From an optimization exercise on the open Yosys and OpenROAD flow, aimed at small area and a short achievable clock period; shortcuts taken in it are not production practice.
Power figures rest on the tool's default switching activity, not on a simulated workload.

==> flow/design.v <==
`timescale 1ns / 1ps
module mcu_single_cycle(clk, nClear, instr_in, pc_out, write_back_data);
	input clk, nClear;
	input [15:0] instr_in;
	output [15:0] pc_out;
	output [15:0] write_back_data;
	wire [3:0] op = instr_in[15:12];
	wire [3:0] fa = instr_in[11:8];
	wire [3:0] fb = instr_in[7:4];
	wire [3:0] fc = instr_in[3:0];
	wire [15:0] imm = {{12{fc[3]}}, fc};
	wire is_and  = (op == 4'h0);
	wire is_or   = (op == 4'h1);
	wire is_add  = (op == 4'h2);
	wire is_addi = (op == 4'h3);
	wire is_sub  = (op == 4'h6);
	wire is_slt  = (op == 4'h7);
	wire is_lw   = (op == 4'h8);
	wire is_sw   = (op == 4'hA);
	wire is_bne  = (op == 4'hE);
	wire is_jmp  = (op == 4'hF);
	wire reg_write = is_and | is_or | is_add | is_addi | is_sub | is_slt | is_lw;
	wire [3:0] dst = (is_addi | is_lw) ? fb : fc;
	reg [15:0] rf [0:15];
	reg [15:0] valid;
	wire [15:0] sel_a = valid & (16'd1 << fa);
	wire [15:0] sel_b = valid & (16'd1 << fb);
	reg [15:0] ra, rb;
	integer i;
	always @(*) begin
		ra = 16'd0;
		rb = 16'd0;
		for (i = 0; i < 16; i = i + 1) begin
			ra = ra | ({16{sel_a[i]}} & rf[i]);
			rb = rb | ({16{sel_b[i]}} & rf[i]);
		end
	end
	reg [15:0] dm [0:15];
	reg [15:0] sel_m;
	reg [3:0] t;
	integer j;
	integer v;
	always @(*)
		for (j = 0; j < 16; j = j + 1) begin
			t = 4'd0;
			for (v = 0; v < 16; v = v + 1)
				if (fc == v) t = j - v;
			sel_m[j] = (ra[3:0] == t);
		end
	reg [15:0] mdata;
	always @(*) begin
		mdata = 16'd0;
		for (j = 0; j < 16; j = j + 1)
			mdata = mdata | ({16{sel_m[j]}} & dm[j]);
	end
	wire sub = is_sub | is_slt;
	wire [15:0] opb = is_addi ? imm : (sub ? ~rb : rb);
	wire [15:0] sum = ra + opb + {15'd0, sub};
	wire [15:0] wb = ({16{is_lw}} & mdata)
	               | ({16{is_and}} & (ra & rb))
	               | ({16{is_or}} & (ra | rb))
	               | ({16{is_slt}} & {15'd0, sum[15]})
	               | ({16{is_add | is_addi | is_sub}} & sum);
	assign write_back_data = wb;
	reg [15:0] pc;
	assign pc_out = pc;
	wire taken = is_bne & (ra != rb);
	wire [4:0] k = taken ? ({fc[3], fc} + 5'd1) : 5'd1;
	wire [5:0] lo = {1'b0, pc[4:0]} + {1'b0, k};
	wire up = lo[5] & ~k[4];
	wire down = ~lo[5] & k[4];
	reg [10:0] ones, zeros;
	integer h;
	always @(*) begin
		ones[0] = 1'b1;
		zeros[0] = 1'b1;
		for (h = 1; h < 11; h = h + 1) begin
			ones[h] = ones[h-1] & pc[4+h];
			zeros[h] = zeros[h-1] & ~pc[4+h];
		end
	end
	wire [10:0] hi = pc[15:5] ^ (({11{up}} & ones) | ({11{down}} & zeros));
	wire [15:0] pc_add = {hi, lo[4:0]};
	wire [15:0] pc_next = is_jmp ? {pc_add[15:12], instr_in[11:0]} : pc_add;
	always @(posedge clk or negedge nClear)
		if (!nClear) pc <= 16'd0;
		else pc <= pc_next;
	always @(posedge clk or negedge nClear)
		if (!nClear) valid <= 16'd0;
		else if (reg_write) valid[dst] <= 1'b1;
	always @(posedge clk)
		if (reg_write) rf[dst] <= wb;
	integer w;
	always @(posedge clk)
		for (w = 0; w < 16; w = w + 1)
			if (is_sw & sel_m[w]) dm[w] <= rb;
endmodule
Settings: LEC_CHECK=0, CAP_MARGIN=20, CORE_MARGIN=2, CORE_UTILIZATION=65, PLACE_DENSITY=0.75, SETUP_SLACK_MARGIN=5, SLEW_MARGIN=20; clock period 16.0 ns.
standard.sh (not shown) runs the stock make flow with config.mk's settings and CLKGATE_MAP_FILE= SYNTH_SCRIPT=/design/flow/synth_recipe.tcl, a recipe that flattens the netlist after the stock synthesis.
==> flow/flow/run.sh <==
#!/bin/bash
# The standard layout (standard.sh), with these changes:
# - clock tree: small clock buffers, no dummy clock loads
# - port buffers: a plain buffer cell, which the repair steps can resize
# Everything make prints goes to flow.log; ORFS keeps each step's own log under orfs/logs.
here=$PWD
bash standard.sh \
  "CTS_ARGS=-sink_clustering_enable -repair_clock_nets -dont_use_dummy_load -sink_clustering_size 18 -sink_clustering_max_diameter 60 -buf_list {sky130_fd_sc_hd__clkbuf_4 sky130_fd_sc_hd__clkbuf_8}" \
  "BUFFER_PORTS_ARGS=-buffer_cell sky130_fd_sc_hd__buf_4" \
  finish > flow.log 2>&1
Next try:
--- a/flow/design.v
+++ b/flow/design.v
@@ -39,14 +39,21 @@
 	reg [15:0] sel_m;
 	reg [3:0] t;
 	integer j;
-	integer v;
-	always @(*)
-		for (j = 0; j < 16; j = j + 1) begin
-			t = 4'd0;
-			for (v = 0; v < 16; v = v + 1)
-				if (fc == v) t = j - v;
-			sel_m[j] = (ra[3:0] == t);
+	reg [3:0] m_lo;
+	reg [3:0] m_hi0, m_hi1;
+	reg [1:0] d;
+	always @(*) begin
+		for (j = 0; j < 4; j = j + 1) begin
+			d = j[1:0] - fc[1:0];
+			m_lo[j] = (ra[1:0] == d);
+			d = j[1:0] - fc[3:2];
+			m_hi0[j] = (ra[3:2] == d);
+			d = j[1:0] - fc[3:2] - 2'd1;
+			m_hi1[j] = (ra[3:2] == d);
 		end
+		for (j = 0; j < 16; j = j + 1)
+			sel_m[j] = m_lo[j % 4] & ((j % 4 < fc[1:0]) ? m_hi1[j / 4] : m_hi0[j / 4]);
+	end
 	reg [15:0] mdata;
 	always @(*) begin
 		mdata = 16'd0;
@@ -56,15 +63,17 @@
 	wire sub = is_sub | is_slt;
 	wire [15:0] opb = is_addi ? imm : (sub ? ~rb : rb);
 	wire [15:0] sum = ra + opb + {15'd0, sub};
+	wire [15:0] gen = ra & opb;
+	wire [15:0] prop = ra ^ opb;
 	wire [15:0] wb = ({16{is_lw}} & mdata)
-	               | ({16{is_and}} & (ra & rb))
-	               | ({16{is_or}} & (ra | rb))
+	               | ({16{is_and}} & gen)
+	               | ({16{is_or}} & (gen | prop))
 	               | ({16{is_slt}} & {15'd0, sum[15]})
 	               | ({16{is_add | is_addi | is_sub}} & sum);
 	assign write_back_data = wb;
 	reg [15:0] pc;
 	assign pc_out = pc;
-	wire taken = is_bne & (ra != rb);
+	wire taken = is_bne & (|prop);
 	wire [4:0] k = taken ? ({fc[3], fc} + 5'd1) : 5'd1;
 	wire [5:0] lo = {1'b0, pc[4:0]} + {1'b0, k};
 	wire up = lo[5] & ~k[4];
After rerunning: Wire length shrinks slightly. Global-route usage grows by 0.76 points. Worst setup slack loses 0.20 ns. Non-clock buffer count grows by 27. Fmax shrinks slightly. Clock skew shrinks by 0.018 ns. Final cell count shrinks by a few percent. Critical path depth grows by 1. Total power shrinks by a few percent. Worst hold slack gains 0.023 ns. First-iteration DRC count grows by a quarter to a third. Utilization grows by 0.66 points. Clock power shrinks slightly.
No run of this note included a check of the RTL's function; only the layout flow was run.

static timing again, ports no longer ideal:
The results above use ideal ports. As a check the final layouts listed here were re-extracted and re-timed, cells and wires unchanged.
Step 1 assumes that a clkbuf_16 drives the clock port and a buf_2 every other input.
Step 2 times the ports against the registers' clock, not the clock port: input delays grow and output delays shrink by t, the midpoint of the rising clock arrivals with the driver on.
Three values: no drivers, after step 1, after step 2; two values: the first two.
run | shift t [ns] | setup slack, ns | clock arrival spread, ns | worst slew at a driven data input, ns
the first run | 0.669 | 5.093 / 5.070 / 5.070 | 0.089 / 0.089 | 0.07
the second run | 0.665 | 4.893 / 4.846 / 4.846 | 0.071 / 0.071 | 0.06
After both steps setup and hold are still met in every run listed. The setup slack of the second run, which loses most, moves by -0.047 ns with the drivers and by -0.047 ns with both steps.
